This is an optimization exercise on Yosys and OpenROAD, whose aim is small area, a short achievable clock period and few clock cycles per item, not a production implementation.
No run shown here included a check of the RTL's function; only the layout flow was run.

===== flow/design.v =====
module register_param #(
    parameter BIT_LENGTH = 2048
) (
    input clk, rst,
    input load,
    input [BIT_LENGTH - 1 : 0] parIn,
    output reg [BIT_LENGTH - 1 : 0] parOut
);
    always@(posedge clk, posedge rst) begin
        if (rst == 1)
            parOut <= 0;
        else begin
            if (load == 1)
                parOut <= parIn;
        end
    end
endmodule
module adder #(
    parameter BIT_LENGTH = 32
) (
    input signed [BIT_LENGTH - 1 : 0] in1, in2,
    input mode,  
    output signed [BIT_LENGTH - 1 : 0] out
);
    assign out = (mode == 1) ? (in1 + in2) : (in1 - in2);
endmodule
module upCounterRE #(
    parameter BIT_LENGTH = 16
) (
    input clk, rst,
    input init_cnt, en_cnt,
    output reg [BIT_LENGTH - 1 : 0] count
);
    always @(posedge clk, posedge rst) begin
        if (rst == 1)
            count <= 0;
        else begin
            if (init_cnt == 1)
                count <= 0;
            else if (en_cnt == 1)
                count <= count + 1;
        end
    end
endmodule
module cordic_linear_DP #(
    parameter FLOAT_SIZE = 24,
    parameter INT_SIZE = 8
) (
    input clk, rst,
    input signed [INT_SIZE + FLOAT_SIZE - 1:0] x, y, z,
    input mode,
    input loadX, loadY, loadZ,loadMode,
    input sel_input, adder_mode,
    input init_cnt, en_cnt,
    output signed [INT_SIZE + FLOAT_SIZE - 1:0] x_out, y_out, z_out,
    output co, phi
);
    wire signed [INT_SIZE + FLOAT_SIZE - 1:0] y_in, z_in;
    wire signed [INT_SIZE + FLOAT_SIZE - 1:0] out_adder_y, out_adder_z;
    assign y_in = (sel_input == 1) ? y : out_adder_y; 
    assign z_in = (sel_input == 1) ? z : out_adder_z; 
    register_param #(.BIT_LENGTH(INT_SIZE + FLOAT_SIZE)) X_Reg(
        .clk(clk),
        .rst(rst),
        .load(loadX),
        .parIn(x),
        .parOut(x_out)
    );
    register_param #(.BIT_LENGTH(INT_SIZE + FLOAT_SIZE)) Y_Reg(
        .clk(clk),
        .rst(rst),
        .load(loadY),
        .parIn(y_in),
        .parOut(y_out)
    );
    register_param #(.BIT_LENGTH(INT_SIZE + FLOAT_SIZE)) Z_Reg(
        .clk(clk),
        .rst(rst),
        .load(loadZ),
        .parIn(z_in),
        .parOut(z_out)
    );
    wire mode_val;
    register_param #(.BIT_LENGTH(1)) M_Reg(
        .clk(clk),
        .rst(rst),
        .load(loadMode),
        .parIn(mode),
        .parOut(mode_val)
    );
    wire [$clog2(FLOAT_SIZE) : 0] iter;
    upCounterRE #(.BIT_LENGTH($clog2(FLOAT_SIZE) + 1)) Iter_Count(
        .clk(clk),
        .rst(rst),
        .init_cnt(init_cnt),
        .en_cnt(en_cnt),
        .count(iter)
    );
    assign co = (iter == (FLOAT_SIZE)) ? 1'b1 : 1'b0;
    wire signed [INT_SIZE + FLOAT_SIZE - 1:0] x_shift, one, one_shift;
    assign x_shift = x >>> iter;
    assign one = { {(INT_SIZE-1){1'b0}}, 1'b1, {(FLOAT_SIZE){1'b0}} }; 
    assign one_shift = one >>> iter;
    adder #(.BIT_LENGTH(INT_SIZE + FLOAT_SIZE)) Y_Adder(
        .in1(y_out),
        .in2(x_shift),
        .mode(adder_mode),
        .out(out_adder_y)
    );
    adder #(.BIT_LENGTH(INT_SIZE + FLOAT_SIZE)) Z_Adder(
        .in1(z_out),
        .in2(one_shift),
        .mode(~adder_mode),
        .out(out_adder_z)
    );
    wire phi_rotate, phi_vector; 
    assign phi_rotate = (z_out[INT_SIZE + FLOAT_SIZE - 1] == 1) ? 1'b0 : 1'b1;
    assign phi_vector = (y_out[INT_SIZE + FLOAT_SIZE - 1] == 1) ? 1'b1 : 1'b0;
    assign phi = (mode_val == 1) ? phi_vector : phi_rotate;
endmodule
module cordic_linear_CU (
    input clk, rst,
    input start,
    input co, phi,
    output reg loadX, loadY, loadZ,loadMode,
    output reg sel_input, adder_mode,
    output reg init_cnt, en_cnt,
    output reg done
);
    parameter [1:0] IDLE = 0, INIT = 1, CALC = 2, DONE = 3;
    reg [1:0] ps, ns;
    always @(ps, start, co) begin
        case (ps)
            IDLE: ns = (start == 1) ? INIT : IDLE;
            INIT: ns = (start == 1 ) ? INIT : CALC;
            CALC: ns = (co == 1) ? DONE : CALC;
            DONE: ns = IDLE;
            default: ns = IDLE;
        endcase
    end
    always @(ps, phi) begin
        loadX = 0;
        loadY = 0;
        loadZ = 0;
        loadMode = 0;
        sel_input = 0;
        adder_mode = 0;
        init_cnt = 0;
        en_cnt = 0;
        done = 0;
        case (ps)
            IDLE: ;
            INIT: begin
                init_cnt = 1;
                loadX = 1;
                loadY = 1;
                loadZ = 1;
                loadMode = 1;
                sel_input = 1;
            end
            CALC: begin
                adder_mode = phi;
                en_cnt = 1;
                sel_input = 0;
                loadY = 1;
                loadZ = 1;
            end 
            DONE: done = 1;
            default: ;
        endcase
    end
    always @(posedge clk or posedge rst) begin
        if (rst == 1)
            ps <= IDLE;
        else 
            ps <= ns;
    end
endmodule
module cordic_linear #(
    parameter FLOAT_SIZE = 24,
    parameter INT_SIZE = 8
) (
    input clk, rst,
    input start,
    input signed [INT_SIZE + FLOAT_SIZE - 1:0] x, y, z,
    input mode,
    output signed [INT_SIZE + FLOAT_SIZE - 1:0] x_out, y_out, z_out,
    output done
);
    wire loadX, loadY, loadZ, loadMode;
    wire sel_input, adder_mode;
    wire init_cnt, en_cnt;
    wire co, phi;
    cordic_linear_DP #(.FLOAT_SIZE(FLOAT_SIZE), .INT_SIZE(INT_SIZE)) DP (
        .clk(clk),
        .rst(rst),
        .x(x),
        .y(y),
        .z(z),
        .mode(mode),
        .loadX(loadX),
        .loadY(loadY),
        .loadZ(loadZ),
        .loadMode(loadMode),
        .sel_input(sel_input),
        .adder_mode(adder_mode),
        .init_cnt(init_cnt),
        .en_cnt(en_cnt),
        .x_out(x_out),
        .y_out(y_out),
        .z_out(z_out),
        .co(co),
        .phi(phi)
    );
    cordic_linear_CU CU (
        .clk(clk),
        .rst(rst),
        .start(start),
        .co(co),
        .phi(phi),
        .loadX(loadX),
        .loadY(loadY),
        .loadZ(loadZ),
        .loadMode(loadMode),
        .sel_input(sel_input),
        .adder_mode(adder_mode),
        .init_cnt(init_cnt),
        .en_cnt(en_cnt),
        .done(done)
    );
endmodule
module reciprocal_float_DP (
    input clk, rst,
    input [31:0] x,
    input loadE, loadM, loadS,
    input selE, start_cordic,
    output [31:0] out,
    output done_cordic, zero_flag
);
    wire [7:0] E_val, E_in;
    wire [7:0] out_sub, E_reg_in;
    assign E_in = x[30:23];
    register_param #(.BIT_LENGTH(8)) E_Reg(
        .clk(clk),
        .rst(rst),
        .load(loadE),
        .parIn(E_reg_in),
        .parOut(E_val)
    );
    wire [22:0] M_val, M_in;
    assign M_in = x[22:0];
    register_param #(.BIT_LENGTH(23)) M_Reg(
        .clk(clk),
        .rst(rst),
        .load(loadM),
        .parIn(M_in),
        .parOut(M_val)
    );
    wire S_val, S_in;
    assign S_in = x[31];
    register_param #(.BIT_LENGTH(1)) S_Reg(
        .clk(clk),
        .rst(rst),
        .load(loadS),
        .parIn(S_in),
        .parOut(S_val)
    );
    assign E_reg_in = (selE == 1) ? E_in : out_sub;
    wire frac_zero;
    assign frac_zero = ~(|M_val);
    wire cin;
    assign cin = (frac_zero == 1) ? 1'b1 : 1'b0;
    assign out_sub = $unsigned(8'd253) - $unsigned(E_val) + cin;
    localparam FLOAT_SIZE = 24;
    localparam INT_SIZE = 2;
    wire signed [INT_SIZE + FLOAT_SIZE - 1:0] x_in, z, y;
    assign y = { {(INT_SIZE-1){1'b0}}, 1'b1, {(FLOAT_SIZE){1'b0}} };  
    assign z = {(INT_SIZE + FLOAT_SIZE){1'b0}};  
    assign x_in = { 2'b01, M_val, 1'b0};
    wire mode;
    assign mode = 1'b1;  
    wire signed [INT_SIZE + FLOAT_SIZE - 1:0] x_out, y_out, z_out;
    cordic_linear #(.FLOAT_SIZE(FLOAT_SIZE), .INT_SIZE(INT_SIZE)) Cordic_core(
        .clk(clk),
        .rst(rst),
        .start(start_cordic),
        .x(x_in),
        .y(y),
        .z(z),
        .mode(mode),
        .x_out(x_out),
        .y_out(y_out),
        .z_out(z_out),
        .done(done_cordic)
    );
    assign out = {S_val, E_val, z_out[22:0] };
    wire exp_zero;
    assign exp_zero = ~(|E_val);
    assign zero_flag = exp_zero && frac_zero;
endmodule
module reciprocal_float_CU (
    input clk, rst,
    input start,
    input done_cordic, zero_input,
    output reg loadE, loadM, loadS,
    output reg selE, start_cordic,
    output reg done, zero_flag
);
    parameter [2:0] IDLE = 0, INIT = 1, EXP = 2, CALC = 3, ZERO = 4;
    reg [2:0] ps, ns;
    always @(ps, start, zero_input, done_cordic) begin
        case (ps)
            IDLE: ns = (start == 1) ? INIT : IDLE;
            INIT: ns = (start == 1) ? INIT : EXP;
            EXP: ns = (zero_input == 1) ? ZERO : CALC;
            CALC: ns = (done_cordic == 1) ? IDLE : CALC;
            ZERO: ns = IDLE; 
            default: ns = IDLE;
        endcase
    end
    always @(ps, done_cordic, zero_input) begin
        loadE = 0;
        loadM = 0;
        loadS = 0;
        selE = 0;
        start_cordic = 0;
        done = 0;
        zero_flag = 0;
        case (ps)
            IDLE: ;
            INIT: begin
                selE = 1;
                loadE = 1;
                loadM = 1;
                loadS = 1;
            end 
            EXP: begin
                loadE = 1;
                start_cordic = ~zero_input;  
            end
            CALC: done = done_cordic;
            ZERO: begin
                done = 1;
                zero_flag = 1;
            end
            default: ;
        endcase
    end
    always @(posedge clk or posedge rst) begin
        if (rst == 1)
            ps <= IDLE;
        else 
            ps <= ns;
    end
endmodule
module reciprocal_float(
    input clk, rst,
    input start,
    input [31:0] x,
    output [31:0] out,
    output done, zero_flag
);
    localparam NC = 11;          
    localparam W = 29;           
    reg busy, done_r;
    reg [3:0] cnt;
    reg [21:0] xm_r;             
    reg [W-1:0] r;
    reg s_r, zf_r, mz_r, p24_r;
    reg [7:0] e_r;
    wire [21:0] clr_a, clr_b;    
    genvar k;
    generate
        for (k = 0; k < 22; k = k + 1) begin : dec
            if (k % 2 == 0) begin
                assign clr_a[k] = (cnt == k / 2);
                assign clr_b[k] = 1'b0;
            end else begin
                assign clr_a[k] = 1'b0;
                assign clr_b[k] = (cnt == k / 2);
            end
        end
    endgenerate
    wire [W-1:0] xm0 = {{(W-25){1'b0}}, 1'b1, xm_r, 2'b00};
    wire [W-1:0] xm1 = {{(W-25){1'b0}}, 1'b1, xm_r & ~clr_a, 2'b00};
    wire p0 = ~r[W-1];
    wire [W-1:0] t0;
    wire [W:0] tt0 = {r, 1'b1} + {xm0 ^ {W{p0}}, p0};
    assign t0 = tt0[W:1];
    wire [W-1:0] r1 = {t0[W-2:0], p0};
    wire p1 = ~r1[W-1];
    wire [W-1:0] t1;
    wire [W:0] tt1 = {r1, 1'b1} + {xm1 ^ {W{p1}}, p1};
    assign t1 = tt1[W:1];
    wire [W-1:0] r2 = {t1[W-2:0], p1};
    wire [23:0] y2 = 24'h800000 - {1'b0, x[22:0]};
    always @(posedge clk or posedge rst) begin
        if (rst) begin
            busy <= 1'b0;
            done_r <= 1'b0;
        end else begin
            done_r <= busy && (cnt == NC - 1);
            if (!busy)
                busy <= start;
            else if (cnt == NC - 1)
                busy <= 1'b0;
        end
    end
    always @(posedge clk) begin
        cnt <= busy ? cnt + 4'd1 : 4'd0;
        r <= busy ? r2 : {{(W-26){y2[23]}}, y2, 2'b00};
        xm_r <= busy ? xm_r & ~clr_a & ~clr_b : x[22:1];
        p24_r <= ~t1[W-1];
        mz_r <= ~(|x[22:0]);
        s_r <= x[31];
        zf_r <= ~(|x[30:0]);
        e_r <= ~x[30:23] - 8'd2 + {7'd0, mz_r};
    end
    assign done = done_r;
    assign zero_flag = zf_r;
    assign out = {s_r, e_r, r[20:0], p24_r, 1'b1};
endmodule

===== flow/run.sh =====
#!/bin/bash
# synth_recipe.tcl (not shown) runs the flow's synth.tcl, then flattens the netlist and writes it again
# the make line also repeats each setting of config.mk as NAME=value (left out here)
make -C /OpenROAD-flow-scripts/flow DESIGN_CONFIG=/design/flow/config.mk WORK_HOME=/design/flow/orfs CLKGATE_MAP_FILE= SYNTH_SCRIPT=/design/flow/synth_recipe.tcl finish

===== flow/config.mk =====
export PLATFORM = sky130hd
export DESIGN_NAME = reciprocal_float
export DESIGN_NICKNAME = reciprocal_float
export VERILOG_FILES = /design/flow/design.v
export SDC_FILE = /design/flow/constraint.sdc
export NUM_CORES = 4
export LEC_CHECK = 0
export CAP_MARGIN = 20
export CORE_MARGIN = 2
export CORE_UTILIZATION = 40
export SLEW_MARGIN = 20

===== flow/constraint.sdc =====
create_clock -name core_clock -period 11.0 [get_ports {clk}]
set_input_delay 2.2000 -clock core_clock [delete_from_list [all_inputs] [get_ports {clk}]]
set_output_delay 2.2000 -clock core_clock [all_outputs]
set_load 0.01 [all_outputs]

==> qor.csv, run 1 <==
stage;metric;value;unit
routing;post-route antenna net violation count;0;
timing;setup TNS;0;ps
clocking;TritonCTS clock tree;yes;
synthesis;largest family of logic cells by synthesized area;compound AO/OA/AOI/OAI gates;
synthesis;Synth Area in Adders;0.125;
synthesis;Post-Syn Nets;862;
synthesis;largest area contributor in the netlist;dfxtp_1;
routing;DR vias;5425;
floorplan;core footprint;15000;µm²
timing;Max Fclk;0.173;GHz
timing;Worst Skew;6.37;ps
synthesis;Synth Area per Inst;7.95;µm²
timing;Worst Slack Setup Final;5220;ps
routing;Wirelength per Cell;16.7;µm
floorplan;# IOs;69;
timing;Least-Margin Pin Slew;854;ps
timing;Max Slew Vio Count;0;
setup_path;Crit Path Max Fanout;30;
layout;commonest non-fill, non-tap cell in the layout;xnor2_1;
global_routing;total track usage;0.210;
layout;Area Growth Syn to Fin;16.1;%
routing;DR vias/cell;5.47;
global_routing;vias in the first global route;5229;
floorplan;Die Wd;127;µm
routing;WL final;16500;µm
timing;crit share post-route;0.525;
placement;placed cell count;975;
job;Maximum Capacitance Violations;0;
synthesis;flops & latches, synth;69;
synthesis;Compound-Gate Fraction of Synth Area;0.220;
synthesis;sequential element share of the synthesized area;0.228;
floorplan;Initial Util;0.405;
setup_path;CP Class;reg -> reg;
clocking;cts repair resizes;0;
layout;post-route cell area;7070;µm²
clocking;clk buf depth;2;
routing;1st-pass router iterations;5;
placement;DP HPWL;13200;µm
routing;DR iter-0 viols;321;
layout;nets;894;
clocking;CTS clk-pin slew, worst paths;50;ps
clocking;H-tree Lvls;3;
floorplan;die height;127;µm
placement;PortBufs;67;
clocking;root buffer cell;clkbuf_16;
timing;RSZ-0062 raised after global routing;false;
synthesis;Post-Synth XOR/XNOR Area;0.162;
global_routing;initial antenna violation count;0;
placement;gpl congestion;0.932;
layout;Fillers;1477;
global_routing;overflow left after global routing;0;
synthesis;Synth async-reset ratio;0.0290;
synthesis;post-synth cell types;71;
timing;Worst slew margin;0.431;
setup_path;CP Data Required Time;11290;ps
synthesis;Synth top area share;0.220;
routing;DRC viols;0;
clocking;CTS Buf Count;9;
worst_hold_path;Hold Crit Class;reg -> reg;
clocking;cts hold-fix bufs;0;
layout;most frequent cells in the layout;81 x xnor2_1, 68 x a21oi_1, 67 x dfxtp_1, 67 x clkdlybuf4s50_1;
global_routing;largest net degree at the start of global routing;94;
setup_path;CP Capture Type;flip-flop;
floorplan;die area;16200;µm²
clocking;worst skew pair latency;350;ps
placement;Placement Setup Slack;5250;ps
setup_path;Worst Setup Start Kind;flip-flop;
synthesis;largest cells by area after synthesis;dfxtp_1 22%, ha_1 13%, xnor2_1 12%, a21oi_1 5.6%, xor2_1 4.5%;
status;status;timing/DRC/antenna clean;
clocking;post-CTS setup buffer count;0;
synthesis;Post-synth EDFFs;0;
synthesis;YS warnings;1;
layout;layout cells sized above 1;0.0523;
global_routing;first-pass GRT wire length;26900;µm
timing;min Tclk post-route;5780;ps
setup_path;arrival time worst endpoint;6070;ps
synthesis;Synth Instances;766;
synthesis;Synth Area in Simple Gates;0.179;
layout;antenna cells;0;
synthesis;Post-Syn Area;6090;µm²
timing;setup violators final;0;
floorplan;Std-Cell Rows;45;
synthesis;Main synth FF type;dfxtp_1;
placement;placed cell areas;6730;µm²
synthesis;multiplexer area fraction after synthesis;0.00760;
layout;final cell count without fillers;991;
timing;Fin. Hold Viols;0;
clocking;CTS Sinks;69;
[synth_stat cells (27+ instances only)]
master,number
nand3_1,40
xor2_1,31
nand2_1,61
inv_1,43
a21oi_1,68
dfxtp_1,67
a21o_1,27
o21ai_0,44
xnor2_1,82
ha_1,61
nor2_1,44
buf_4,28
[cell type report]
type                    instances  area, µm²  share of cell area
clock inverters                 3       65.1             0.00920
multi-input cells             605       4240               0.600
repair buffers                 70        693              0.0980
clock buffers                  13        280              0.0396
inverters                      43        161              0.0228
flip-flops and latches         69       1390               0.197
well taps                     188        235              0.0333
[registers in the layout, summed over array words and instances, names as in the netlist]
signal and cells:
p24_r 1, s_r 1, zf_r 1, done_r 1
e_r 8, busy 1, mz_r 1, cnt 4
r 29, xm_r 22
[kinds of logic (layout without fill, tap and decap cells)]
family | Yosys count | in the layout
DFF | 69 | 69
AOI/OAI and AO/OA | 206 | 206
muxes | 4 | 4
and+or+nand+nor | 220 | 220
buffers and inverters | 92 | 129
other | 1 | 1
xor gates and xnor gates | 113 | 113
adders and majority gates | 61 | 61
[critical path, stage by stage (launching register included)]
cell	delay, ps
dfxtp_1	300
buf_4	430
xnor2_1	140
ha_1	380
a21oi_1	330
o21ai_0	190
a211oi_1	330
o211ai_2	210
xnor2_2	180
buf_4	440
xor2_1	130
ha_1	370
a21o_1	230
a21oi_1	160
nor3b_1	70
a211o_1	290
nor3_1	240
a211oi_2	150
a41o_2	340
a211o_4	370
nor4b_2	260
a211o_1	140
[worst paths after layout]
check                      depth (start not counted)   from  slack, ps      to
setup / recovery                                  21  r[28]       5220   r[24]
min in group asynchronous                          2    rst       2000  done_r
hold / removal                                     1   mz_r        450  e_r[0]
hold reg to reg                                    1   mz_r        450  e_r[0]
max in group asynchronous                          2    rst       8880    busy
setup reg to reg                                  21  r[28]       5220   r[24]
[metal layers]
layer	global-route usage	vias to the layer above	wire length, µm
li1	-	2760	-
met3	0.0574	39	921
met2	0.333	141	7260
met1	0.268	2485	7740
met5	0	-	0
met4	0.0886	0	598
[through the flow]
step / hold slack [ps] / utilization
2_1_floorplan: 420 / -
6_report: 448 / 0.470
3_3_place_gp: 454 / 0.447
3_5_place_dp: 442 / 0.447
5_1_grt: 475 / 0.470
4_1_cts: 456 / 0.470
==> inputs of run 2 (changes only) <==
--- a/flow/config.mk
+++ b/flow/config.mk
@@ -8,4 +8,5 @@
 export CAP_MARGIN = 20
 export CORE_MARGIN = 2
 export CORE_UTILIZATION = 40
+export SETUP_SLACK_MARGIN = 5
 export SLEW_MARGIN = 20
==> run 2 against run 1 <==
- still clean
- core utilization is 0.12 points higher
- via count shrank 0.37%
- die area stayed put
- first-iteration DRC count down 1.6%
- fmax grew 4.5%
- register-to-register slack improved by 250 ps
- count of clock-buffer cells in the layout did not move
- area after synthesis stayed put
- wire length unchanged
- critical path type unchanged
- critical endpoint unchanged
==> qor.csv, run 2 <==
stage;metric;value;unit;change
status;status;timing/DRC/antenna clean;;unchanged
timing;Worst Skew;6.92;ps;was 6.37 ps
timing;Fin. Hold Viols;0;;unchanged
synthesis;Post-Syn Area;6090;µm²;unchanged
floorplan;Std-Cell Rows;45;;unchanged
placement;PortBufs;67;;unchanged
synthesis;post-synth cell types;71;;unchanged
timing;Least-Margin Pin Slew;861;ps;was 854 ps
layout;Area Growth Syn to Fin;16.4;%;was 16.1%
timing;RSZ-0062 raised after global routing;false;;unchanged
layout;commonest non-fill, non-tap cell in the layout;xnor2_1;;unchanged
timing;Worst slew margin;0.426;;was 0.431
synthesis;Synth top area share;0.220;;unchanged
timing;Max Slew Vio Count;0;;unchanged
placement;DP HPWL;13200;µm;unchanged
setup_path;CP Capture Type;flip-flop;;unchanged
setup_path;slowest stage delay, CP;380;ps;was 440 ps
global_routing;overflow left after global routing;0;;unchanged
setup_path;CP Class;reg -> reg;;unchanged
synthesis;flops & latches, synth;69;;unchanged
synthesis;Synth Area per Inst;7.95;µm²;unchanged
timing;Max Fclk;0.181;GHz;was 0.173 GHz
routing;1st-pass router iterations;5;;unchanged
synthesis;Post-Syn Nets;862;;unchanged
layout;layout cells sized above 1;0.0535;;was 0.0523
clocking;clk buf depth;2;;unchanged
routing;post-route antenna net violation count;0;;unchanged
routing;DR iter-0 viols;316;;was 321
timing;crit share post-route;0.503;;was 0.525
global_routing;vias in the first global route;5229;;unchanged
floorplan;# IOs;69;;unchanged
clocking;CTS Buf Count;9;;unchanged
setup_path;CP Data Required Time;11290;ps;about the same
synthesis;Synth top cells by count;82 x xnor2_1, 68 x a21oi_1, 67 x dfxtp_1;;unchanged
routing;Wirelength per Cell;16.7;µm;unchanged
layout;Largest register FFs;29;;unchanged
routing;DR vias/cell;5.45;;was 5.47
global_routing;total track usage;0.210;;unchanged
clocking;CTS clk-pin slew, worst paths;50;ps;about the same
global_routing;initial antenna violation count;0;;unchanged
setup_path;Slowest cell on crit path;ha_1;;was buf_4
layout;biggest regs;r (29), xm_r (22), e_r (8);;unchanged
floorplan;Die Wd;127;µm;unchanged
global_routing;first-pass GRT wire length;26900;µm;unchanged
routing;WL final;16500;µm;unchanged
job;Maximum Capacitance Violations;0;;unchanged
layout;antenna cells;0;;unchanged
clocking;worst skew pair latency;350;ps;about the same
floorplan;Initial Util;0.405;;unchanged
synthesis;Main synth FF type;dfxtp_1;;unchanged
routing;DRC viols;0;;unchanged
floorplan;die area;16200;µm²;unchanged
layout;largest reg by FF count;r;;unchanged
routing;DR vias;5405;;was 5425
layout;most frequent cells in the layout;81 x xnor2_1, 68 x a21oi_1, 67 x dfxtp_1, 67 x clkdlybuf4s50_1;;unchanged
timing;setup violators final;0;;unchanged
placement;gpl congestion;0.932;;unchanged
timing;min Tclk post-route;5530;ps;was 5780 ps
setup_path;Crit Path Max Fanout;30;;unchanged
floorplan;die height;127;µm;unchanged
setup_path;arrival time worst endpoint;5820;ps;was 6070 ps
setup_path;CP cell instances;clkbuf_8 > xnor2_1 > ha_1 > a21oi_1 > o21ai_0 > a211oi_1 > o211ai_2 > xnor2_2 > clkbuf_8 > xor2_1 > ha_1 > a21o_1 > a21oi_1 > nor3b_1 > a211o_1 > nor3_1 > a211oi_2 > a41o_2 > a211o_4 > nor4b_2 > a211o_1;;was buf_4 > xnor2_1 > ha_1 > a21oi_1 > o21ai_0 > a211oi_1 > o211ai_2 > xnor2_2 > buf_4 > xor2_1 > ha_1 > a21o_1 > a21oi_1 > nor3b_1 > a211o_1 > nor3_1 > a211oi_2 > a41o_2 > a211o_4 > nor4b_2 > a211o_1
clocking;post-CTS setup buffer count;0;;unchanged
setup_path;Worst Path Buf+Inv;2;;unchanged
timing;setup TNS;0;ps;unchanged
setup_path;Top delay family on crit path;compound AO/OA/AOI/OAI gates;;unchanged
synthesis;YS warnings;1;;unchanged
synthesis;Post-synth EDFFs;0;;unchanged
layout;Fillers;1475;;was 1477
clocking;cts repair resizes;0;;unchanged
floorplan;core footprint;15000;µm²;unchanged
clocking;H-tree Lvls;3;;unchanged
clocking;TritonCTS clock tree;yes;;unchanged
clocking;cts hold-fix bufs;0;;unchanged
synthesis;largest cells by area after synthesis;dfxtp_1 22%, ha_1 13%, xnor2_1 12%, a21oi_1 5.6%, xor2_1 4.5%;;unchanged
global_routing;largest net degree at the start of global routing;94;;unchanged
clocking;CTS Sinks;69;;unchanged
worst_hold_path;Hold Crit Class;reg -> reg;;unchanged
synthesis;sequential element share of the synthesized area;0.228;;unchanged
synthesis;Synth async-reset ratio;0.0290;;unchanged
layout;nets;894;;unchanged
clocking;root buffer cell;clkbuf_16;;unchanged
setup_path;Worst Setup Start Kind;flip-flop;;unchanged
synthesis;most frequent cell after synthesis;xnor2_1;;unchanged
synthesis;Synth Instances;766;;unchanged
synthesis;largest area contributor in the netlist;dfxtp_1;;unchanged
==> run 2: metrics by stage <==
stage               utilization  instance area, µm²  hold WS, ps  std cells  setup slack, ps
CTS                       0.470                7070          456        991             5240
global route              0.472                7090          475        991             5010
floorplan                     -                6090          420        766             5330
finish                    0.472                7090          448        991             5470
global placement          0.447                6730          454        975             5430
detailed placement        0.447                6730          442        975             5250
==> run 2: worst paths after layout <==
| check | from | slack (ps) | endpoint | depth (start not counted) |
|---|---|---|---|---|
| max reg2reg | r[28] | 5470 | r[24] | 21 |
| min in group asynchronous | rst | 2000 | done_r | 2 |
| max in group asynchronous | rst | 8880 | busy | 2 |
| min reg2reg | mz_r | 450 | e_r[0] | 1 |
| min | mz_r | 450 | e_r[0] | 1 |
| max | r[28] | 5470 | r[24] | 21 |
==> run 2: logic make-up (layout without fill, tap and decap cells) <==
logic type / count (synthesis) / after routing / synth area share
adder cells (fa/ha/maj): 61 / 61 / 0.125
other: 1 / 1 / 0.000615
AO/OA/AOI/OAI: 206 / 206 / 0.220
buffers and inverters: 92 / 129 / 0.0764
multiplexers: 4 / 4 / 0.00760
AND/OR/NAND/NOR: 220 / 220 / 0.179
XOR/XNOR: 113 / 113 / 0.162
flip-flops: 69 / 69 / 0.228
==> run 2: layer usage <==
layer,track usage,vias to the layer above,share of wire
met5,0,-,0
met4,0.0886,0,0.035
met3,0.0574,31,0.061
met2,0.333,130,0.44
met1,0.268,2487,0.46
li1,-,2757,-
==> run 2: area by class of cell <==
class	count	area [µm²]	share of cell area
clock buffers	13	280	0.0395
flip-flops and latches	69	1390	0.196
inverters	43	161	0.0228
clock inverters	3	65.1	0.00918
repair buffers	70	706	0.0995
multi-input cells	605	4250	0.599
well taps	188	235	0.0332
==> inputs of run 3 (changes only) <==
==> flow/flow/run.sh (new file) <==
#!/bin/bash
# The standard layout (standard.sh, unchanged synthesis), with repair_timing
# aiming below the clock period and, where set, smaller port buffers.
set -euo pipefail
bash standard.sh SETUP_SLACK_MARGIN=6.0 finish > standard_flow.log 2>&1
==> flow/standard.sh (new file) <==
#!/bin/bash
# synth_recipe.tcl (not shown) runs the flow's synth.tcl, then flattens the netlist and writes it again
# the make line also repeats each setting of config.mk as NAME=value (left out here)
make -C /OpenROAD-flow-scripts/flow DESIGN_CONFIG=/design/flow/config.mk WORK_HOME=/design/flow/orfs CLKGATE_MAP_FILE= SYNTH_SCRIPT=/design/flow/synth_recipe.tcl "${@:-finish}"
--- a/flow/config.mk
+++ b/flow/config.mk
@@ -8,5 +8,4 @@
 export CAP_MARGIN = 20
 export CORE_MARGIN = 2
 export CORE_UTILIZATION = 40
-export SETUP_SLACK_MARGIN = 5
 export SLEW_MARGIN = 20
removed: flow/run.sh
==> run 3 against run 2 <==
- still clean
- critical endpoint is now p24_r
- register-to-register slack improved by 580 ps
- critical path depth grew 2
- synthesized cell count did not move
==> qor.csv, run 3 <==
stage;metric;value;unit;change
synthesis;Post-Syn Nets;862;;unchanged
synthesis;Synth Area in Simple Gates;0.179;;unchanged
timing;Max Fclk;0.202;GHz;was 0.181 GHz
floorplan;die area;16200;µm²;unchanged
setup_path;CP Data Required Time;11250;ps;was 11290 ps
placement;gpl congestion;0.888;;was 0.932
timing;crit share post-route;0.450;;was 0.503
job;Maximum Capacitance Violations;0;;unchanged
synthesis;Synth Instances;766;;unchanged
layout;biggest regs;r (29), xm_r (22), e_r (8);;unchanged
synthesis;most frequent cell after synthesis;xnor2_1;;unchanged
routing;post-route antenna net violation count;0;;unchanged
setup_path;arrival time worst endpoint;5190;ps;was 5820 ps
clocking;CTS Buf Count;9;;unchanged
floorplan;core footprint;15000;µm²;unchanged
synthesis;largest family of logic cells by synthesized area;compound AO/OA/AOI/OAI gates;;unchanged
placement;DP HPWL;13400;µm;was 13200 µm
routing;1st-pass router iterations;5;;unchanged
synthesis;Main synth FF type;dfxtp_1;;unchanged
setup_path;Critical R2R Capture;p24_r;;was r[24]
setup_path;CP Capture Type;flip-flop;;unchanged
setup_path;Worst Setup Start Kind;flip-flop;;unchanged
synthesis;Post-Synth XOR/XNOR Area;0.162;;unchanged
routing;DR vias/cell;5.55;;was 5.45
synthesis;Synth top cells by count;82 x xnor2_1, 68 x a21oi_1, 67 x dfxtp_1;;unchanged
layout;largest reg by FF count;r;;unchanged
routing;DR iter-0 viols;380;;was 316
setup_path;FF-to-FF Start;r[28];;unchanged
layout;Util after Layout;0.533;;was 0.472
synthesis;flops & latches, synth;69;;unchanged
clocking;H-tree Lvls;3;;unchanged
timing;setup TNS;0;ps;unchanged
setup_path;CP Class;reg -> reg;;unchanged
clocking;clk buf depth;2;;unchanged
synthesis;Post-synth EDFFs;0;;unchanged
global_routing;first-pass GRT wire length;27600;µm;was 26900 µm
global_routing;largest net degree at the start of global routing;94;;unchanged
timing;Fin. Hold Viols;0;;unchanged
layout;final cell count without fillers;1044;;was 991
layout;antenna cells;0;;unchanged
synthesis;Synth Area in Adders;0.125;;unchanged
worst_hold_path;Hold Path Sink;e_r[0];;unchanged
synthesis;Synth Area per Inst;7.95;µm²;unchanged
clocking;root buffer cell;clkbuf_16;;unchanged
synthesis;sequential element share of the synthesized area;0.228;;unchanged
placement;placed cell count;975;;unchanged
synthesis;Post-Syn Area;6090;µm²;unchanged
worst_hold_path;Hold Startpoint;mz_r;;unchanged
synthesis;multiplexer area fraction after synthesis;0.00760;;unchanged
clocking;worst skew pair latency;350;ps;about the same
status;status;timing/DRC/antenna clean;;unchanged
layout;Fillers;1422;;was 1475
synthesis;Synth top area share;0.220;;unchanged
timing;Worst Skew;9.25;ps;was 6.92 ps
timing;setup violators final;0;;unchanged
synthesis;largest cells by area after synthesis;dfxtp_1 22%, ha_1 13%, xnor2_1 12%, a21oi_1 5.6%, xor2_1 4.5%;;unchanged
global_routing;initial antenna violation count;0;;unchanged
timing;Max Slew Vio Count;0;;unchanged
floorplan;Std-Cell Rows;45;;unchanged
floorplan;die height;127;µm;unchanged
placement;PortBufs;67;;unchanged
clocking;CTS Sinks;69;;unchanged
timing;Least-Margin Pin Slew;885;ps;was 861 ps
routing;WL final;18600;µm;was 16500 µm
synthesis;largest area contributor in the netlist;dfxtp_1;;unchanged
layout;commonest non-fill, non-tap cell in the layout;xnor2_1;;unchanged
worst_hold_path;Hold Crit Class;reg -> reg;;unchanged
synthesis;Compound-Gate Fraction of Synth Area;0.220;;unchanged
worst_hold_path;Hold Path Depth;1;;unchanged
clocking;TritonCTS clock tree;yes;;unchanged
floorplan;Die Wd;127;µm;unchanged
setup_path;worst reg-to-reg path cell count;23;;was 21
layout;nets;947;;was 894
layout;layout cells sized above 1;0.180;;was 0.0535
layout;Largest register FFs;29;;unchanged
global_routing;overflow left after global routing;0;;unchanged
setup_path;Crit Path Max Fanout;11;;was 30
floorplan;Initial Util;0.405;;unchanged
synthesis;YS warnings;1;;unchanged
layout;Area Growth Syn to Fin;31.6;%;was 16.4%
timing;Worst slew margin;0.410;;was 0.426
routing;Wirelength per Cell;17.8;µm;was 16.7 µm
synthesis;Synth async-reset ratio;0.0290;;unchanged
clocking;CTS clk-pin slew, worst paths;60;ps;was 50 ps
setup_path;register-to-register setup slack;6050;ps;was 5470 ps
routing;DRC viols;0;;unchanged
timing;min Tclk post-route;4950;ps;was 5530 ps
layout;most frequent cells in the layout;74 x xnor2_1, 67 x clkdlybuf4s50_1, 66 x dfxtp_1;;was 81 x xnor2_1, 68 x a21oi_1, 67 x dfxtp_1, 67 x clkdlybuf4s50_1
routing;DR vias;5789;;was 5405
synthesis;post-synth cell types;71;;unchanged
global_routing;total track usage;0.218;;was 0.210
floorplan;# IOs;69;;unchanged
global_routing;vias in the first global route;5354;;was 5229
timing;RSZ-0062 raised after global routing;true;;was false
## run 3: changes by cell type in the layout (fill, tap and decap cells not counted), moves of 4 or more
cell,change
a21oi_1,-13
xnor2_2,+5
clkinvlp_4,+4
xnor2_1,-7
ha_4,+9
a211oi_1,-4
clkbuf_8,-5
a21oi_2,+12
buf_4,+46
ha_2,+7
o21ai_0,-5
buf_12,+5
ha_1,-16
## run 3: cell type report
class                           instances  area (µm²)  area share
Clock inverter                          6        62.6     0.00780
Clock buffer                           10         239      0.0298
Sequential cell                        69        1400       0.174
Timing Repair Buffer                  123        1200       0.150
Inverter                               43         165      0.0206
Tap cell                              188         235      0.0293
Multi-Input combinational cell        605        4720       0.588
## run 3: worst max-delay path by stage
stage                from     to  slack, ps  depth (start not counted)
finish              r[28]  p24_r       6050                         23
global route        r[28]  p24_r       5830                         23
CTS                 r[28]  r[25]       6000                         22
detailed placement  r[28]  r[25]       4840                         21
global placement    r[28]  r[25]       4950                         21
floorplan           r[28]  r[25]       6040                         24
## run 3: cell families after synthesis
logic type                 count (synthesis)
other                                      1
adders and majority gates                 61
muxes                                      4
and+or+nand+nor                          220
xor gates and xnor gates                 113
DFF                                       69
AOI/OAI and AO/OA                        206
buffers and inverters                     92
## run 3: what timing repair did
action                                  4_1_cts  5_1_grt
hold buffers                                  0        0
gates resized for setup                      34       62
endpoints found under the setup margin       24       13
buffers inserted                             18       33
pin swaps                                    27       69
cloned                                        2        0
## run 3: worst max-delay path, stage by stage (launching register included)
cell and delay [ps]:
dfxtp_4 420, buf_16 180, clkinvlp_4 160, ha_1 330, o21bai_1 180, a21oi_2 110, o21ai_2 280, o2111ai_4 220
a21oi_4 230, o2111ai_1 160, nand2b_1 140, a21o_1 130, a21oi_1 70, xnor2_1 250, ha_1 320, and3_1 200
and3_1 200, and3_1 220, nand2_1 70, nor2_1 60, a211oi_4 310, a21boi_4 120, o31a_1 310, a21o_1 160
## run 3: per-layer routing
metal  GRT usage  wire [µm]  share of wire
met4      0.0989        629          0.034
met5           0          0              0
met1       0.284       8240           0.44
met3      0.0406       1080          0.058
met2       0.351       8670           0.47
## run 3: per-stage QoR
stage               hold slack (ps)  worst slack (ps)  instance area, µm²
floorplan                       420              6040                6120
global placement                446              4950                6730
detailed placement              454              4840                6730
CTS                             474              6000                7420
global route                    491              5830                8020
finish                          458              6050                8020
==> inputs of run 4 (changes only) <==
==> flow/flow/run.sh (replaced) <==
#!/bin/bash
# The standard layout (standard.sh, unchanged synthesis), with repair_timing
# aiming below the clock period and, where set, smaller port buffers.
set -euo pipefail
bash standard.sh SETUP_SLACK_MARGIN=6.5 'BUFFER_PORTS_ARGS=-buffer_cell sky130_fd_sc_hd__buf_1' finish > standard_flow.log 2>&1
==> run 4 against run 3 <==
- global-route usage is 0.61 points lower
- non-clock buffer count is 13 lower
- wire length fell by 8.7%
- critical path type unchanged
- final area down 8.8%
- die area did not move
- flip-flop and latch count did not move
==> qor.csv, run 4 <==
stage;metric;value;unit;change
layout;biggest regs;r (29), xm_r (22), e_r (8);;unchanged
routing;DR vias/cell;5.40;;was 5.55
synthesis;Post-synth EDFFs;0;;unchanged
clocking;CTS Sinks;69;;unchanged
routing;WL final;17000;µm;was 18600 µm
worst_hold_path;Hold Path Depth;1;;unchanged
layout;area of the multi-input gates;4640;µm²;was 4720 µm²
floorplan;core footprint;15000;µm²;unchanged
placement;Placement Setup Slack;4840;ps;about the same
timing;Max Slew Vio Count;0;;unchanged
floorplan;die height;127;µm;unchanged
clocking;clk buf depth;2;;unchanged
worst_hold_path;Hold Path Sink;e_r[0];;unchanged
synthesis;Synth top cells by count;82 x xnor2_1, 68 x a21oi_1, 67 x dfxtp_1;;unchanged
layout;Util after Layout;0.487;;was 0.533
setup_path;register-to-register setup slack;6210;ps;was 6050 ps
timing;setup TNS;0;ps;unchanged
global_routing;overflow left after global routing;0;;unchanged
global_routing;vias in the first global route;5320;;was 5354
routing;post-route antenna net violation count;0;;unchanged
setup_path;Worst Setup Start Kind;flip-flop;;unchanged
synthesis;most frequent cell after synthesis;xnor2_1;;unchanged
synthesis;Synth async-reset ratio;0.0290;;unchanged
global_routing;largest net degree at the start of global routing;94;;unchanged
floorplan;Initial Util;0.405;;unchanged
setup_path;cell mode on critical path;a21o_1;;was and3_1
synthesis;Main synth FF type;dfxtp_1;;unchanged
setup_path;CP Class;reg -> reg;;unchanged
layout;final cell count without fillers;1031;;was 1044
setup_path;Worst Path Buf+Inv;2;;unchanged
timing;RSZ-0062 raised after global routing;true;;unchanged
layout;commonest non-fill, non-tap cell in the layout;xnor2_1;;unchanged
clocking;cts hold-fix bufs;0;;unchanged
worst_hold_path;Hold Startpoint;mz_r;;unchanged
setup_path;arrival time worst endpoint;5040;ps;was 5190 ps
floorplan;# IOs;69;;unchanged
layout;nets;934;;was 947
synthesis;flops & latches, synth;69;;unchanged
timing;Max Fclk;0.209;GHz;was 0.202 GHz
clocking;CTS clk-pin slew, worst paths;60;ps;about the same
routing;1st-pass router iterations;4;;was 5
routing;DRC viols;0;;unchanged
layout;antenna cells;0;;unchanged
setup_path;FF-to-FF Start;r[28];;unchanged
global_routing;total track usage;0.212;;was 0.218
synthesis;Post-Syn Area;6090;µm²;unchanged
status;status;timing/DRC/antenna clean;;unchanged
synthesis;largest cells by area after synthesis;dfxtp_1 22%, ha_1 13%, xnor2_1 12%, a21oi_1 5.6%, xor2_1 4.5%;;unchanged
placement;PortBufs;67;;unchanged
setup_path;Critical R2R Capture;r[25];;was p24_r
global_routing;first-pass GRT wire length;27200;µm;was 27600 µm
layout;Area Growth Syn to Fin;20.1;%;was 31.6%
setup_path;CP cell instances;buf_12 > ha_1 > a21o_1 > a21o_1 > a221oi_2 > o211ai_2 > xnor2_4 > buf_6 > xor2_1 > ha_1 > a21o_1 > a211oi_2 > o21bai_1 > a21o_1 > a21oi_2 > o221a_2 > o21ai_2 > a221o_1 > a311o_1 > a31o_1;;was buf_16 > clkinvlp_4 > ha_1 > o21bai_1 > a21oi_2 > o21ai_2 > o2111ai_4 > a21oi_4 > o2111ai_1 > nand2b_1 > a21o_1 > a21oi_1 > xnor2_1 > ha_1 > and3_1 > and3_1 > and3_1 > nand2_1 > nor2_1 > a211oi_4 > a21boi_4 > o31a_1 > a21o_1
floorplan;Std-Cell Rows;45;;unchanged
setup_path;Top delay family on crit path;compound AO/OA/AOI/OAI gates;;unchanged
synthesis;Synth Area per Inst;7.95;µm²;unchanged
layout;largest reg by FF count;r;;unchanged
setup_path;CP Capture Type;flip-flop;;unchanged
global_routing;initial antenna violation count;0;;unchanged
layout;Storage cell area;1400;µm²;unchanged
synthesis;post-synth cell types;71;;unchanged
timing;Fin. Hold Viols;0;;unchanged
clocking;worst skew pair latency;350;ps;about the same
placement;DP HPWL;12600;µm;was 13400 µm
setup_path;slowest stage delay, CP;460;ps;was 420 ps
clocking;TritonCTS clock tree;yes;;unchanged
timing;setup violators final;0;;unchanged
timing;min Tclk post-route;4790;ps;was 4950 ps
timing;Worst Skew;8.61;ps;was 9.25 ps
worst_hold_path;Hold Crit Class;reg -> reg;;unchanged
routing;Wirelength per Cell;16.5;µm;was 17.8 µm
timing;Least-Margin Pin Slew;884;ps;was 885 ps
layout;Largest register FFs;29;;unchanged
timing;Worst Slack Setup Final;6210;ps;was 6050 ps
synthesis;Synth Instances;766;;unchanged
placement;gpl congestion;0.835;;was 0.888
timing;Worst slew margin;0.411;;was 0.410
synthesis;sequential element share of the synthesized area;0.228;;unchanged
layout;most frequent cells in the layout;73 x xnor2_1, 67 x buf_1, 66 x dfxtp_1;;was 74 x xnor2_1, 67 x clkdlybuf4s50_1, 66 x dfxtp_1
synthesis;YS warnings;1;;unchanged
clocking;CTS Buf Count;9;;unchanged
setup_path;Crit Path Max Fanout;10;;was 11
floorplan;Die Wd;127;µm;unchanged
setup_path;Slowest cell on crit path;dfxtp_4;;unchanged
job;Maximum Capacitance Violations;0;;unchanged
synthesis;Synth top area share;0.220;;unchanged
routing;DR iter-0 viols;311;;was 380
floorplan;die area;16200;µm²;unchanged
clocking;H-tree Lvls;3;;unchanged
synthesis;Post-Syn Nets;862;;unchanged
placement;placed cell count;974;;was 975
layout;Fillers;1447;;was 1422
layout;layout cells sized above 1;0.163;;was 0.180
clocking;root buffer cell;clkbuf_16;;unchanged
routing;DR vias;5571;;was 5789
setup_path;worst reg-to-reg path cell count;20;;was 23
timing;crit share post-route;0.436;;was 0.450
synthesis;largest area contributor in the netlist;dfxtp_1;;unchanged
setup_path;CP Data Required Time;11250;ps;about the same
run 4: cell families after synthesis:
logic type | share of synthesized area
buffers and inverters | 0.0764
adders and majority gates | 0.125
and+or+nand+nor | 0.179
other | 0.000615
xor gates and xnor gates | 0.162
AOI/OAI and AO/OA | 0.220
muxes | 0.00760
DFF | 0.228
run 4: worst max-delay path by stage:
stage | to | start | cells after the start | slack [ps]
finish | r[25] | r[28] | 20 | 6210
global placement | p24_r | r[28] | 20 | 5010
detailed placement | p24_r | r[28] | 20 | 4840
floorplan | r[24] | r[28] | 24 | 6360
CTS | r[25] | r[28] | 20 | 6270
global route | r[19] | r[28] | 21 | 6020
run 4: through the flow:
| stage | instance area (µm²) | hold WS (ps) |
|---|---|---|
| 2_1_floorplan | 6220 | 420 |
| 3_3_place_gp | 6370 | 439 |
| 3_5_place_dp | 6370 | 446 |
| 5_1_grt | 7320 | 469 |
| 4_1_cts | 7200 | 453 |
| 6_report | 7320 | 449 |
run 4: cell type report:
| cell class | count | area share |
|---|---|---|
| repair buffers | 110 | 0.0857 |
| clock inverters | 1 | 0.00103 |
| well taps | 188 | 0.0322 |
| flip-flops and latches | 69 | 0.191 |
| inverters | 43 | 0.0221 |
| clock buffers | 15 | 0.0339 |
| multi-input cells | 605 | 0.634 |
run 4: repair_timing:
action / CTS / global route
resized for setup: 51 / 20
pin swaps: 36 / 11
setup endpoints to repair: 25 / 20
buffers inserted: 36 / 5
run 4: routing by layer:
layer / up-vias / routed length, µm / share of wire / GRT usage
met4: 0 / 499 / 0.029 / 0.0892
met2: 116 / 7650 / 0.45 / 0.334
li1: 2821 / - / - / -
met1: 2610 / 8130 / 0.48 / 0.287
met5: - / 0 / 0 / 0
met3: 24 / 727 / 0.043 / 0.0343
run 4: worst register-to-register path: stages (launching register included):
cell and delay [ps]:
dfxtp_4 460, buf_12 180, ha_1 290, a21o_1 220, a21o_1 190, a221oi_2 280, o211ai_2 190, xnor2_4 260
buf_6 160, xor2_1 160, ha_1 300, a21o_1 220, a211oi_2 240, o21bai_1 90, a21o_1 190, a21oi_2 110
o221a_2 200, o21ai_2 80, a221o_1 380, a311o_1 280, a31o_1 210
==> inputs of run 5 (changes only) <==
--- a/flow/design.v
+++ b/flow/design.v
@@ -360,40 +360,35 @@
     output [31:0] out,
     output done, zero_flag
 );
-    localparam NC = 11;          
-    localparam W = 29;           
+    localparam K = 3;           
+    localparam NC = 8;        
+    localparam W = 30;           
     reg busy, done_r;
-    reg [3:0] cnt;
-    reg [21:0] xm_r;             
+    reg [4:0] cnt;
+    reg [22:0] m_r;
     reg [W-1:0] r;
-    reg s_r, zf_r, mz_r, p24_r;
+    reg s_r, zf_r;
     reg [7:0] e_r;
-    wire [21:0] clr_a, clr_b;    
-    genvar k;
+    wire [24:0] X = {1'b1, m_r, 1'b0};
+    wire [W-1:0] rr [0:K];
+    assign rr[0] = r;
+    genvar g, j;
     generate
-        for (k = 0; k < 22; k = k + 1) begin : dec
-            if (k % 2 == 0) begin
-                assign clr_a[k] = (cnt == k / 2);
-                assign clr_b[k] = 1'b0;
-            end else begin
-                assign clr_a[k] = 1'b0;
-                assign clr_b[k] = (cnt == k / 2);
+        for (g = 0; g < K; g = g + 1) begin : st
+            wire [4:0] it = cnt * K + g;
+            wire [W-1:0] xm;
+            for (j = 0; j < W; j = j + 1) begin : msk
+                if (j < 25)
+                    assign xm[j] = X[j] & (j >= it);
+                else
+                    assign xm[j] = 1'b0;
             end
+            wire p = ~rr[g][W-1];
+            wire [W:0] tt = {rr[g], 1'b1} + {xm ^ {W{p}}, p};
+            wire [W-1:0] t = tt[W:1];
+            assign rr[g+1] = {t[W-2:0], p};
         end
     endgenerate
-    wire [W-1:0] xm0 = {{(W-25){1'b0}}, 1'b1, xm_r, 2'b00};
-    wire [W-1:0] xm1 = {{(W-25){1'b0}}, 1'b1, xm_r & ~clr_a, 2'b00};
-    wire p0 = ~r[W-1];
-    wire [W-1:0] t0;
-    wire [W:0] tt0 = {r, 1'b1} + {xm0 ^ {W{p0}}, p0};
-    assign t0 = tt0[W:1];
-    wire [W-1:0] r1 = {t0[W-2:0], p0};
-    wire p1 = ~r1[W-1];
-    wire [W-1:0] t1;
-    wire [W:0] tt1 = {r1, 1'b1} + {xm1 ^ {W{p1}}, p1};
-    assign t1 = tt1[W:1];
-    wire [W-1:0] r2 = {t1[W-2:0], p1};
-    wire [23:0] y2 = 24'h800000 - {1'b0, x[22:0]};
     always @(posedge clk or posedge rst) begin
         if (rst) begin
             busy <= 1'b0;
@@ -407,16 +402,14 @@
         end
     end
     always @(posedge clk) begin
-        cnt <= busy ? cnt + 4'd1 : 4'd0;
-        r <= busy ? r2 : {{(W-26){y2[23]}}, y2, 2'b00};
-        xm_r <= busy ? xm_r & ~clr_a & ~clr_b : x[22:1];
-        p24_r <= ~t1[W-1];
-        mz_r <= ~(|x[22:0]);
+        cnt <= busy ? cnt + 5'd1 : 5'd0;
+        r <= busy ? rr[K] : 30'h1000000;
+        m_r <= x[22:0];
         s_r <= x[31];
         zf_r <= ~(|x[30:0]);
-        e_r <= ~x[30:23] - 8'd2 + {7'd0, mz_r};
+        e_r <= 8'd253 - x[30:23] + {7'd0, ~(|x[22:0])};
     end
     assign done = done_r;
     assign zero_flag = zf_r;
-    assign out = {s_r, e_r, r[20:0], p24_r, 1'b1};
+    assign out = {s_r, e_r, r[20:0], ~r[W-1], 1'b1};
 endmodule
==> flow/run.sh (new file) <==
#!/bin/bash
# synth_recipe.tcl (not shown) runs the flow's synth.tcl, then flattens the netlist and writes it again
# the make line also repeats each setting of config.mk as NAME=value (left out here)
make -C /OpenROAD-flow-scripts/flow DESIGN_CONFIG=/design/flow/config.mk WORK_HOME=/design/flow/orfs CLKGATE_MAP_FILE= SYNTH_SCRIPT=/design/flow/synth_recipe.tcl finish
removed: flow/flow/run.sh
removed: flow/standard.sh
==> run 5 against run 4 <==
- fmax is 54% lower
- global-route usage is 2.3 points higher
- register-to-register slack worse by 5600 ps
- cell count is 30% higher
- still clean on timing, DRC and antenna
- count of clock-buffer cells in the layout is 6 lower
- hold slack better by 54 ps
- highest routed layer unchanged
- clock skew is 4.7 ps higher
- core utilization is 1.7 points lower
- first-iteration DRC count grew to 2.5 times the previous value
- largest cell class unchanged
==> qor.csv, run 5 <==
stage;metric;value;unit;change
setup_path;Slowest cell on crit path;fa_2;;was dfxtp_4
layout;Storage cell area;1410;µm²;was 1400 µm²
synthesis;Synth top area share;0.169;;was 0.220
synthesis;post-synth cell types;75;;was 71
synthesis;sequential element share of the synthesized area;0.176;;was 0.228
synthesis;most frequent cell after synthesis;xnor2_1;;unchanged
layout;biggest regs;r (30), m_r (23), e_r (8);;was r (29), xm_r (22), e_r (8)
layout;area of the multi-input gates;6200;µm²;was 4640 µm²
placement;DP HPWL;20700;µm;was 12600 µm
placement;placed cell areas;8900;µm²;was 6370 µm²
layout;final cell count without fillers;1344;;was 1031
layout;Largest register FFs;30;;was 29
routing;DR vias;7644;;was 5571
routing;post-route antenna net violation count;0;;unchanged
setup_path;Worst Path Buf+Inv;4;;was 2
floorplan;die height;146;µm;was 127 µm
setup_path;slowest stage delay, CP;540;ps;was 460 ps
floorplan;core footprint;19600;µm²;was 15000 µm²
global_routing;overflow left after global routing;0;;unchanged
timing;Worst slew margin;0.327;;was 0.411
floorplan;Initial Util;0.410;;was 0.405
clocking;CTS Buf Count;9;;unchanged
layout;post-route cell area;9210;µm²;was 7320 µm²
synthesis;flops & latches, synth;70;;was 69
clocking;cts hold-fix bufs;0;;unchanged
synthesis;Post-Syn Area;8040;µm²;was 6090 µm²
placement;placed cell count;1328;;was 974
job;Maximum Capacitance Violations;0;;unchanged
placement;PortBufs;67;;unchanged
routing;1st-pass router iterations;6;;was 4
global_routing;largest net degree at the start of global routing;34;;was 94
floorplan;die area;21300;µm²;was 16200 µm²
clocking;CTS Sinks;70;;was 69
setup_path;crit path launch;cnt[1];;was r[28]
synthesis;YS warnings;1;;unchanged
routing;DR vias/cell;5.69;;was 5.40
status;status;timing/DRC/antenna clean;;unchanged
timing;Fin. Hold Viols;0;;unchanged
setup_path;Crit Path Max Fanout;15;;was 10
clocking;root buffer cell;clkbuf_16;;unchanged
timing;setup violators final;0;;unchanged
setup_path;CP Data Required Time;11250;ps;about the same
synthesis;Synth async-reset ratio;0.0286;;was 0.0290
synthesis;Post-Syn Nets;1163;;was 862
setup_path;CP Capture Type;flip-flop;;unchanged
global_routing;first-pass GRT wire length;39200;µm;was 27200 µm
placement;gpl congestion;0.976;;was 0.835
setup_path;Critical R2R Capture;r[27];;was r[25]
routing;DR iter-0 viols;790;;was 311
timing;crit share post-route;0.941;;was 0.436
layout;antenna cells;0;;unchanged
layout;Fillers;2021;;was 1447
timing;RSZ-0062 raised after global routing;false;;was true
setup_path;CP Class;reg -> reg;;unchanged
worst_hold_path;Hold Path Depth;1;;unchanged
clocking;post-CTS setup buffer count;0;;was 36
synthesis;Synth Instances;1029;;was 766
clocking;CTS clk-pin slew, worst paths;80;ps;was 60 ps
setup_path;cell mode on critical path;ha_1;;was a21o_1
layout;nets;1208;;was 934
clocking;worst skew pair latency;360;ps;was 350 ps
timing;Least-Margin Pin Slew;1000;ps;was 884 ps
setup_path;register-to-register setup slack;650;ps;was 6210 ps
worst_hold_path;Hold Crit Class;reg -> reg;;unchanged
global_routing;initial antenna violation count;0;;unchanged
synthesis;largest area contributor in the netlist;dfxtp_1;;unchanged
clocking;H-tree Lvls;3;;unchanged
global_routing;vias in the first global route;7192;;was 5320
clocking;TritonCTS clock tree;yes;;unchanged
setup_path;FF-to-FF Start;cnt[1];;was r[28]
synthesis;largest cells by area after synthesis;dfxtp_1 17%, ha_1 15%, xnor2_1 12%, xor2_1 5.8%, a21oi_1 5.4%;;was dfxtp_1 22%, ha_1 13%, xnor2_1 12%, a21oi_1 5.6%, xor2_1 4.5%
clocking;clk buf depth;2;;unchanged
timing;Max Fclk;0.0966;GHz;was 0.209 GHz
floorplan;Std-Cell Rows;51;;was 45
floorplan;# IOs;69;;unchanged
routing;Wirelength per Cell;18.9;µm;was 16.5 µm
routing;DRC viols;0;;unchanged
timing;setup TNS;0;ps;unchanged
layout;commonest non-fill, non-tap cell in the layout;xnor2_1;;unchanged
setup_path;arrival time worst endpoint;10600;ps;was 5040 ps
clocking;cts repair resizes;0;;was 51
synthesis;Synth Area per Inst;7.81;µm²;was 7.95 µm²
layout;Util after Layout;0.470;;was 0.487
layout;Area Growth Syn to Fin;14.6;%;was 20.1%
layout;largest reg by FF count;r;;unchanged
timing;Worst Skew;13.3;ps;was 8.61 ps
layout;layout cells sized above 1;0.0565;;was 0.163
timing;Max Slew Vio Count;0;;unchanged
routing;WL final;25400;µm;was 17000 µm
synthesis;Post-synth EDFFs;0;;unchanged
layout;most frequent cells in the layout;112 x xnor2_1, 98 x ha_1, 86 x a21oi_1;;was 73 x xnor2_1, 67 x buf_1, 66 x dfxtp_1
setup_path;Top delay family on crit path;compound AO/OA/AOI/OAI gates;;unchanged
global_routing;total track usage;0.235;;was 0.212
worst_hold_path;Hold Path Sink;done_r;;was e_r[0]
setup_path;Worst Setup Start Kind;flip-flop;;unchanged
setup_path;worst reg-to-reg path cell count;41;;was 20
synthesis;Synth top cells by count;113 x xnor2_1, 98 x ha_1, 87 x a21oi_1;;was 82 x xnor2_1, 68 x a21oi_1, 67 x dfxtp_1
timing;min Tclk post-route;10350;ps;was 4790 ps
floorplan;Die Wd;146;µm;was 127 µm
synthesis;Main synth FF type;dfxtp_1;;unchanged
worst_hold_path;Hold Startpoint;cnt[4];;was mz_r
==> run 5: cell types whose count changed in the layout (fill, tap and decap cells not counted), moves of 13 or more <==
| cell | change |
|---|---|
| nor2_1 | +33 |
| a21oi_2 | -13 |
| nand2_1 | +14 |
| xnor2_1 | +39 |
| ha_1 | +52 |
| a21o_1 | +16 |
| o21ai_0 | +22 |
| a21oi_1 | +33 |
| xor2_1 | +22 |
| buf_1 | -67 |
| buf_4 | -20 |
| o211ai_1 | +16 |
| clkdlybuf4s50_1 | +67 |
==> run 5: per-layer routing <==
layer	vias up	share of wire	global-route usage
met2	305	0.44	0.370
met4	0	0.012	0.0475
met5	-	0	0
li1	3754	-	-
met3	22	0.079	0.0461
met1	3563	0.47	0.333
==> run 5: per-stage QoR <==
stage / hold WS [ps] / worst slack, ps
4_1_cts: 506 / 604
3_5_place_dp: 497 / 665
5_1_grt: 524 / 60.4
2_1_floorplan: 468 / 567
6_report: 503 / 646
3_3_place_gp: 493 / 959
==> run 5: worst max path at each step <==
| stage | endpoint | slack [ps] | depth (start not counted) |
|---|---|---|---|
| after floorplan | r[27] | 570 | 46 |
| after global placement | r[27] | 960 | 39 |
| after detailed placement | r[27] | 660 | 39 |
| after CTS | r[27] | 600 | 39 |
| after global routing | r[27] | 60 | 39 |
| final | r[27] | 650 | 41 |
==> run 5: area by class of cell <==
| type | count | area share |
|---|---|---|
| multi-input combinational | 865 | 0.674 |
| tap | 265 | 0.0360 |
| clock inverter | 7 | 0.00802 |
| clock buffer | 9 | 0.0245 |
| sequential | 70 | 0.153 |
| timing repair buffer | 84 | 0.0867 |
| inverter | 44 | 0.0179 |
==> run 5: kinds of logic after synthesis <==
kind of cell / count (synthesis) / share of synthesized area
AO/OA/AOI/OAI: 297 / 0.247
XOR/XNOR: 167 / 0.183
adder cells (fa/ha/maj): 99 / 0.155
buffers and inverters: 94 / 0.0565
flip-flops: 70 / 0.176
other: 1 / 0.000466
AND/OR/NAND/NOR: 301 / 0.183
==> inputs of run 6 (changes only) <==
--- a/flow/design.v
+++ b/flow/design.v
@@ -360,8 +360,8 @@
     output [31:0] out,
     output done, zero_flag
 );
-    localparam K = 3;           
-    localparam NC = 8;        
+    localparam K = 1;           
+    localparam NC = 24;        
     localparam W = 30;           
     reg busy, done_r;
     reg [4:0] cnt;
==> run 6 against run 5 <==
- critical endpoint is now out[1]
- area after synthesis is 48% lower
- register-to-register slack better by 6400 ps
- still clean
- synthesized cell count is 52% lower
- count of clock-buffer cells in the layout stayed put
- non-clock buffer count is 17 lower
- hold slack better by 2.8 ps
- wire length is 60% lower
- sequential share of layout area is 13 points higher
==> qor.csv, run 6 <==
stage;metric;value;unit;change
timing;Worst Skew;10.7;ps;was 13.3 ps
clocking;cts repair resizes;0;;unchanged
global_routing;vias in the first global route;3319;;was 7192
clocking;clk buf depth;2;;unchanged
clocking;CTS clk-pin slew, worst paths;80;ps;about the same
clocking;CTS Sinks;70;;unchanged
synthesis;Synth Area per Inst;8.42;µm²;was 7.81 µm²
synthesis;Post-Syn Area;4180;µm²;was 8040 µm²
timing;setup TNS;0;ps;unchanged
clocking;TritonCTS clock tree;yes;;unchanged
global_routing;overflow left after global routing;0;;unchanged
routing;WL final;10200;µm;was 25400 µm
layout;commonest non-fill, non-tap cell in the layout;dfxtp_1;;was xnor2_1
global_routing;total track usage;0.185;;was 0.235
synthesis;flops & latches, synth;70;;unchanged
synthesis;Synth top area share;0.325;;was 0.169
synthesis;largest area contributor in the netlist;dfxtp_1;;unchanged
synthesis;Post-synth EDFFs;0;;unchanged
timing;setup violators final;0;;unchanged
setup_path;CP Capture Type;output pin;;was flip-flop
floorplan;die area;11300;µm²;was 21300 µm²
routing;DR iter-0 viols;137;;was 790
setup_path;worst reg-to-reg path cell count;10;;was 41
clocking;worst skew pair latency;360;ps;about the same
timing;Worst slew margin;0.313;;was 0.327
clocking;CTS Buf Count;9;;unchanged
routing;1st-pass router iterations;4;;was 6
setup_path;Worst Setup Start Kind;flip-flop;;unchanged
setup_path;CP Class;reg -> out;;was reg -> reg
global_routing;met3 usage;0.0503;;was 0.0461
setup_path;Crit Path Max Fanout;21;;was 15
synthesis;most frequent cell after synthesis;dfxtp_1;;was xnor2_1
timing;hold_ws;506;ps;was 503 ps
layout;Fillers;1008;;was 2021
layout;layout cells sized above 1;0.0544;;was 0.0565
status;status;timing/DRC/antenna clean;;unchanged
synthesis;post-synth cell types;57;;was 75
synthesis;Synth top cells by count;68 x dfxtp_1, 48 x nor2_1, 44 x nand2_1;;was 113 x xnor2_1, 98 x ha_1, 87 x a21oi_1
global_routing;met2 Usage GRT;0.295;;was 0.370
floorplan;die height;106;µm;was 146 µm
synthesis;Post-Syn Nets;566;;was 1163
timing;Max Slew Vio Count;0;;unchanged
worst_hold_path;Hold Path Depth;1;;unchanged
layout;largest reg by FF count;r;;unchanged
synthesis;sequential element share of the synthesized area;0.337;;was 0.176
setup_path;CP Data Required Time;8800;ps;was 11250 ps
floorplan;core footprint;10200;µm²;was 19600 µm²
timing;min Tclk post-route;4480;ps;was 10350 ps
timing;crit share post-route;0.408;;was 0.941
layout;Area Growth Syn to Fin;18.9;%;was 14.6%
timing;Least-Margin Pin Slew;1030;ps;was 1000 ps
global_routing;initial antenna violation count;0;;unchanged
clocking;cts hold-fix bufs;0;;unchanged
timing;RSZ-0062 raised after global routing;false;;unchanged
routing;DR vias/cell;5.22;;was 5.69
placement;DP HPWL;7670;µm;was 20700 µm
job;Maximum Capacitance Violations;0;;unchanged
floorplan;# IOs;69;;unchanged
layout;biggest regs;r (30), m_r (23), e_r (8);;unchanged
global_routing;routing usage on met1;0.243;;was 0.333
clocking;H-tree Lvls;3;;unchanged
floorplan;Initial Util;0.409;;was 0.410
global_routing;first-pass GRT wire length;16400;µm;was 39200 µm
[run 6: worst max-delay path, stage by stage, from the launching register on]
cell,delay [ps]
dfxtp_1,860
inv_2,470
clkdlybuf4s50_1,590
[run 6: path summary, 6_finish.rpt]
| check | end | slack (ps) | startpoint |
|---|---|---|---|
| worst max-delay path | out[1] | 6520 | r[29] |
| worst min-delay path | cnt[0] | 510 | cnt[0] |
| worst max register to register | r[28] | 7020 | r[29] |
| worst min register to register | cnt[0] | 510 | cnt[0] |
| max in group asynchronous | done_r | 8910 | rst |
| min in group asynchronous | busy | 1990 | rst |
[run 6: kinds of logic (layout without fill, tap and decap cells)]
family	count (synthesis)	after routing	share of synthesized area
compound gates	115	115	0.183
xor+xnor	52	52	0.109
fa+ha+maj	34	34	0.102
buf+inv	63	99	0.0805
flops	70	70	0.337
mux	5	5	0.0132
other cells	1	1	0.000897
simple gates	157	157	0.175
[run 6: per-layer routing]
| layer | routed length [µm] | share of wire |
|---|---|---|
| met1 | 4920 | 0.48 |
| met2 | 4560 | 0.45 |
| met3 | 546 | 0.054 |
| met4 | 159 | 0.016 |
| met5 | 0 | 0 |
[run 6: stage by stage]
stage | cell area (µm²) | worst slack [ps] | cells | utilization
after floorplan | 4180 | 7490 | 497 | -
after global placement | 4750 | 6500 | 653 | 0.464
after detailed placement | 4750 | 6470 | 653 | 0.464
after CTS | 4970 | 6490 | 669 | 0.486
after global routing | 4970 | 6380 | 669 | 0.486
final | 4970 | 6520 | 669 | 0.486
[run 6: cell type report]
class                           instances  area, µm²  share of cell area
Clock inverter                          7        104              0.0209
Tap cell                              136        170              0.0342
Sequential cell                        70       1410               0.284
Multi-Input combinational cell        364       2430               0.489
Inverter                               16       60.1              0.0121
Clock buffer                            9        124              0.0249
Timing Repair Buffer                   67        671               0.135

==> re-timing with driven ports <==
No port has a modelled driver above. Below, the same layouts with a new extraction and two added sets of constraints. Step 1, drivers: a clkbuf_16 drives clk and a buf_2 each remaining input, both assumed. Step 2 adds t to the input delays and takes it off the output delays; t is the mean of the earliest and latest rising clock arrival at the registers after step 1. Input paths then give back, and output paths get back, about the clock's delay inside the block. Three values: ideal ports, drivers, drivers and shift; two values: the first two.
run | t (ns) | setup WS [ns] | worst data-port slew with drivers (ns)
run 1 | 0.386 | 5.221 / 5.221 / 5.221 | 0.05
run 2 | 0.387 | 5.471 / 5.471 / 5.368 | 0.05
run 3 | 0.388 | 6.054 / 6.054 / 5.756 | 0.05
run 4 | 0.386 | 6.207 / 6.207 / 5.986 | 0.06
run 5 | 0.399 | 0.646 / 0.646 / 0.646 | 0.03
run 6 | 0.388 | 6.516 / 6.482 / 6.527 | 0.04
After both steps every run listed still meets setup and hold. For run 3, which loses most, drivers alone change the setup slack by 0.000 ns; drivers and shift together by -0.298 ns.
